Background: an optimization exercise with open tools, aiming at small area. Do not read the settings as production practice.
Function was checked by simulation only, so behaviour that the tests miss may differ from the original.
The flow treats the clock pin as an ideal source. Dropping or thinning the clock tree relies on that and would not hold on a real chip.
No activity file was given, so power comes from the tool's default toggle rates.

## raven
==> module top_module, before the edit <==
module top_module(
    input clk,
    input reset,
    input echo,
    input RS232_DTE_RXD,
    output trig,
    output RS232_DTE_TXD,
    output [7:0] led
);
    localparam [12:0] LZ = 13'd1;
    localparam [12:0] LH = 13'd306;
    localparam [12:0] LT = 13'd4822;
    function [12:0] lstep(input [12:0] s);
        lstep = {s[11:0], s[12] ^ s[2]};
    endfunction
    reg rx_s0, rx_s1;
    always @(posedge clk or posedge reset)
        if (reset) begin
            rx_s0 <= 1'b1;
            rx_s1 <= 1'b1;
        end else begin
            rx_s0 <= RS232_DTE_RXD;
            rx_s1 <= rx_s0;
        end
    reg [3:0]  ri;
    reg [12:0] rc;
    reg        rx_m;    
    reg        rx_b0;   
    reg        usr;     
    wire rx_idle = (ri == 4'd0) || (ri == 4'd11) || (ri == 4'd12) || (ri == 4'd14);
    wire rx_tick = (rc == LT);
    always @(posedge clk) begin
        if (rx_idle)
            rc <= LH;
        else if (rx_tick)
            rc <= LZ;
        else
            rc <= lstep(rc);
    end
    always @(posedge clk) begin
        if (rx_idle)
            rx_m <= 1'b1;
        else if (rx_tick && ri >= 4'd3 && ri <= 4'd9 &&
                 (rx_s1 != (ri == 4'd4 || ri == 4'd8)))
            rx_m <= 1'b0;
        if (rx_tick && ri == 4'd2)
            rx_b0 <= rx_s1;
    end
    always @(posedge clk or posedge reset)
        if (reset) begin
            ri <= 4'd14;
            usr <= 1'b1;
        end else begin
            if (ri == 4'd12 || ri == 4'd13)
                usr <= ~rx_b0;
            else if (ri == 4'd14)
                usr <= 1'b0;
            if (ri == 4'd11) begin
                ri <= rx_s1 ? 4'd12 : 4'd13;
            end else if (ri == 4'd13) begin
                ri <= 4'd1;
            end else if (rx_idle) begin
                ri <= rx_s1 ? 4'd0 : 4'd1;
            end else if (rx_tick) begin
                if (ri == 4'd10)
                    ri <= (rx_s1 && rx_m) ? 4'd11 : 4'd0;
                else if (ri == 4'd1 && rx_s1)
                    ri <= 4'd0;
                else
                    ri <= ri + 4'd1;
            end
        end
    localparam [29:0] K     = 30'd1375;
    localparam [29:0] SS    = 30'd386241428;   
    localparam [29:0] XEND  = 30'd687104;      
    localparam [29:0] NB    = 30'd1073739074;  
    localparam [21:0] WRAPV = 22'd4190179;     
    localparam [2:0] S_FR = 3'b000;   
    localparam [2:0] S_FT = 3'b010;   
    localparam [2:0] S_CN = 3'b001;   
    localparam [2:0] S_W  = 3'b100;   
    localparam [2:0] S_C  = 3'b101;   
    localparam [2:0] S_D  = 3'b110;   
    reg [2:0]  st;
    reg [29:0] sr;
    wire st_f  = (st == S_FR) || (st == S_FT);
    wire st_cn = (st == S_CN);
    wire st_w  = (st == S_W);
    wire st_c  = (st == S_C);
    wire transmit_ready = (st == S_FT);
    wire trig_win = (sr[29:28] == 2'b00);
    wire cn_end = trig_win && ((sr & XEND) == XEND);
    wire wrap = (sr[21:0] == WRAPV);
    wire [7:0] raw_distance = sr[29:22];
    assign trig = st_cn && trig_win;
    always @(posedge clk) begin
        if (st_f)
            sr <= SS;
        else if (st_w || (st_c && echo && wrap))
            sr <= NB;
        else
            sr <= sr + K;
    end
    always @(posedge clk or posedge usr)
        if (usr)
            st <= S_FR;
        else case (st)
            S_FR, S_FT: st <= S_CN;
            S_CN: if (cn_end) st <= S_W;
            S_W:  if (echo) st <= S_C;
            S_C:  if (!echo) st <= S_D;
            S_D:  st <= S_FT;
            default: st <= S_FR;
        endcase
    reg [1:0] fi;
    reg [9:0] acc;
    reg [7:0] avg;
    reg [7:0] filt;
    wire f_clr = transmit_ready && (fi == 2'd3);
    always @(posedge clk or posedge reset)
        if (reset) begin
            fi <= 2'd0;
            acc <= 10'd0;
            avg <= 8'd0;
            filt <= 8'd0;
        end else begin
            acc <= (f_clr ? 10'd0 : acc) + {2'b00, transmit_ready ? raw_distance : 8'd0};
            if (transmit_ready)
                fi <= fi + 2'd1;
            if (f_clr) begin
                avg <= acc[9:2];
                filt <= avg;
            end
        end
    assign led = filt;
    reg [12:0] tc;
    reg [9:0]  ts;
    wire tx_tick = (tc == LT);
    always @(posedge clk)
        if (transmit_ready || tx_tick)
            tc <= LZ;
        else
            tc <= lstep(tc);
    always @(posedge clk or posedge reset)
        if (reset)
            ts <= 10'h3ff;
        else begin
            if (tx_tick)
                ts[0] <= ts[1];
            if (transmit_ready)
                ts[9:1] <= {filt, 1'b0};
            else if (tx_tick)
                ts[9:1] <= {1'b1, ts[9:2]};
        end
    assign RS232_DTE_TXD = ts[0];
endmodule
clock: 20.0 ns
lec_check: 0
cap_margin: 20
core_margin: 2
core_utilization: 55
slew_margin: 20
standard.sh (not shown) runs the stock make flow with config.mk's settings and CLKGATE_MAP_FILE= SYNTH_SCRIPT=/design/flow/synth_recipe.tcl, a recipe that flattens the netlist after the stock synthesis.
==> flow/flow/run.sh <==
#!/bin/bash
# Layout flow: the standard synthesis, then the combinational logic between
# the standard synthesis's flip-flops is re-mapped for area with a few ABC
# scripts (flip-flops are kept as they are: same cells, same names); the
# smallest result that ABC proves equivalent to the standard netlist is used.
# Then the standard ORFS steps from floorplan to finish, with a small clock
# tree (the clock port drives four leaf buffers) and small port buffers. Each tool writes its output to a log here.
set -euo pipefail
HERE=$(pwd)
RES=$HERE/orfs/results/sky130hd/top_module/base
LIB=$FLOW_HOME/platforms/sky130hd/lib/sky130_fd_sc_hd__tt_025C_1v80.lib
YOSYS=yosys
[ -x $FLOW_HOME/../tools/install/yosys/bin/yosys ] && YOSYS=$FLOW_HOME/../tools/install/yosys/bin/yosys
YABC=$(dirname $(command -v $YOSYS))/yosys-abc

# 1. standard synthesis (synth_recipe.tcl through standard.sh)
bash standard.sh $RES/1_2_yosys.v > log_1_synth.txt 2>&1
cp $RES/1_2_yosys.v $HERE/std_synth.v

# 2. re-map the logic between the flip-flops for area
DU=$(sed -n '/DONT_USE_CELLS += /,/^#/p' $FLOW_HOME/platforms/sky130hd/config.mk \
     | grep -o 'sky130_fd_sc_hd__[a-z0-9_]*' | sed 's/^/-dont_use /' | tr '\n' ' ')
BB="sky130_fd_sc_hd__df* sky130_fd_sc_hd__edf* sky130_fd_sc_hd__sdf* sky130_fd_sc_hd__dl* sky130_fd_sc_hd__conb_1"
# the standard netlist as BLIF for the equivalence check
cat > toblif_std.ys <<EOS
read_liberty -ignore_miss_func -ignore_miss_dir $LIB
read_verilog $HERE/std_synth.v
hierarchy -top $FLOW_TOP
flatten
async2sync
dffunmap
opt_clean
write_blif -gates $HERE/std_synth.blif
EOS
$YOSYS -l log_2_std_blif.txt toblif_std.ys > /dev/null 2>&1
best=""; best_area=""
for s in $HERE/flow/abc/*.abc; do
  n=$(basename $s .abc)
  cat > remap_$n.ys <<EOS
read_liberty -ignore_miss_func -ignore_miss_dir $LIB
blackbox $BB
read_verilog $HERE/std_synth.v
hierarchy -top $FLOW_TOP
flatten
opt -purge
abc -liberty $LIB $DU -script $s
opt_clean -purge
hilomap -singleton -hicell sky130_fd_sc_hd__conb_1 HI -locell sky130_fd_sc_hd__conb_1 LO
splitnets
opt_clean -purge
stat -liberty $LIB
write_verilog -noattr -nohex -nodec $HERE/remap_$n.v
EOS
  $YOSYS -l log_2_remap_$n.txt remap_$n.ys > /dev/null 2>&1 || continue
  a=$(grep 'Chip area' log_2_remap_$n.txt | tail -1 | awk '{print $NF}')
  cat > toblif_$n.ys <<EOS
read_liberty -ignore_miss_func -ignore_miss_dir $LIB
read_verilog $HERE/remap_$n.v
hierarchy -top $FLOW_TOP
flatten
async2sync
dffunmap
opt_clean
write_blif -gates $HERE/remap_$n.blif
EOS
  $YOSYS -l log_2_blif_$n.txt toblif_$n.ys > /dev/null 2>&1 || continue
  $YABC -c "dsec $HERE/std_synth.blif $HERE/remap_$n.blif" > log_2_dsec_$n.txt 2>&1 || true
  if grep -q "Networks are equivalent" log_2_dsec_$n.txt; then
    echo "$n area $a equivalent" >> log_2_choice.txt
    if [ -z "$best" ] || awk "BEGIN{exit !($a < $best_area)}"; then best=$n; best_area=$a; fi
  else
    echo "$n area $a NOT proven" >> log_2_choice.txt
  fi
done
if [ -n "$best" ]; then
  echo "chosen $best $best_area" >> log_2_choice.txt
  cp $HERE/remap_$best.v $RES/1_2_yosys.v
else
  echo "chosen standard" >> log_2_choice.txt
fi

# 3. floorplan to finish
export BUFFER_PORTS_ARGS="-buffer_cell sky130_fd_sc_hd__buf_1"
export CTS_ARGS="-sink_clustering_enable -repair_clock_nets -buf_list sky130_fd_sc_hd__clkbuf_8 -dont_use_dummy_load"
# after CTS, the clock port drives four leaf buffers, each one cluster of flip-flops
export POST_CTS_TCL=$HERE/flow/post_cts.tcl
bash standard.sh > log_3_layout.txt 2>&1
Other scripts of this flow, unchanged in this note and not shown: flow/flow/abc/a2.abc, flow/flow/abc/b5.abc, flow/flow/abc/b9.abc, flow/flow/abc/c4.abc, flow/flow/abc/c7.abc, flow/flow/abc/c8.abc, flow/flow/abc/d1.abc, flow/flow/abc/d2.abc, flow/flow/abc/d4.abc, flow/flow/abc/d6.abc, flow/flow/abc/x12.abc, flow/flow/abc/x3.abc, flow/flow/abc/x8.abc, flow/flow/abc/x9.abc, flow/flow/post_cts.tcl
In summary, raven completed successfully, with a layout that passed the timing, design-rule and antenna checks.
Setup changes, raven to amber
--- a/flow/design.v
+++ b/flow/design.v
@@ -9,8 +9,9 @@
 );
     localparam [12:0] LZ = 13'd1;
     localparam [12:0] LH = 13'd306;
     localparam [12:0] LT = 13'd4822;
+    localparam [12:0] LM = 13'd6135;
     function [12:0] lstep(input [12:0] s);
         lstep = {s[11:0], s[12] ^ s[2]};
     endfunction
     reg rx_s0, rx_s1;
@@ -27,9 +28,9 @@
     reg        rx_m;    
     reg        rx_b0;   
     reg        usr;     
     wire rx_idle = (ri == 4'd0) || (ri == 4'd11) || (ri == 4'd12) || (ri == 4'd14);
-    wire rx_tick = (rc == LT);
+    wire rx_tick = ((rc & LM) == (LT & LM));
     always @(posedge clk) begin
         if (rx_idle)
             rc <= LH;
         else if (rx_tick)
@@ -133,24 +134,24 @@
             end
         end
     assign led = filt;
     reg [12:0] tc;
-    reg [9:0]  ts;
-    wire tx_tick = (tc == LT);
+    reg [9:0]  tsn;     
+    wire tx_tick = ((tc & LM) == (LT & LM));
     always @(posedge clk)
         if (transmit_ready || tx_tick)
             tc <= LZ;
         else
             tc <= lstep(tc);
     always @(posedge clk or posedge reset)
         if (reset)
-            ts <= 10'h3ff;
+            tsn <= 10'h000;
         else begin
             if (tx_tick)
-                ts[0] <= ts[1];
+                tsn[0] <= tsn[1];
             if (transmit_ready)
-                ts[9:1] <= {filt, 1'b0};
+                tsn[9:1] <= {~filt, 1'b1};
             else if (tx_tick)
-                ts[9:1] <= {1'b1, ts[9:2]};
+                tsn[9:1] <= {1'b0, tsn[9:2]};
         end
-    assign RS232_DTE_TXD = ts[0];
+    assign RS232_DTE_TXD = ~tsn[0];
 endmodule
Findings:
The final layouts of amber and raven pass the timing, design-rule and antenna checks. Per the comparison of amber with raven, maximum achievable frequency went down; register-to-register slack lower; met3 usage went down; sum of routed wire length over all layers shrank by 2.8%; via count fell 45. Power: amber draws less than raven. raven → amber: clock transition at the register clock pins on the worst setup and hold paths after CTS did not really move; clock share of power went down 0.5 points. Worst-path cell with the longest stage delay = sky130_fd_sc_hd__clkinv_1: amber; worst-path cell with the longest stage delay = sky130_fd_sc_hd__nor2_1: raven. When amber is measured against raven, its floorplan die area turns out 50 sq um lower.
In every run of this note, the design's own scripts or RTL, not TritonCTS, make the clock network.

==> static timing again, ports no longer ideal <==
No port has a modelled driver above. Below, the same layouts with a new extraction and two added sets of constraints.
Step 1: set_driving_cell puts a clkbuf_16 on clk and a buf_2 on each other input, an assumption about the parent block.
Step 2 adds t to the input delays and takes it off the output delays; t is the mean of the earliest and latest rising clock arrival at the registers after step 1. Input paths then give back, and output paths get back, about the clock's delay inside the block.
a / b / c = no drivers / after step 1 / after step 2; a / b = the first two.
run | t (ns) | slack for setup (ns) | worst register clock-pin slew, ns
raven | 0.217 | 14.523 / 14.523 / 14.523 | 0.11 / 0.11
amber | 0.221 | 12.909 / 12.909 / 12.909 | 0.10 / 0.10
After both steps every run listed still meets setup and hold.
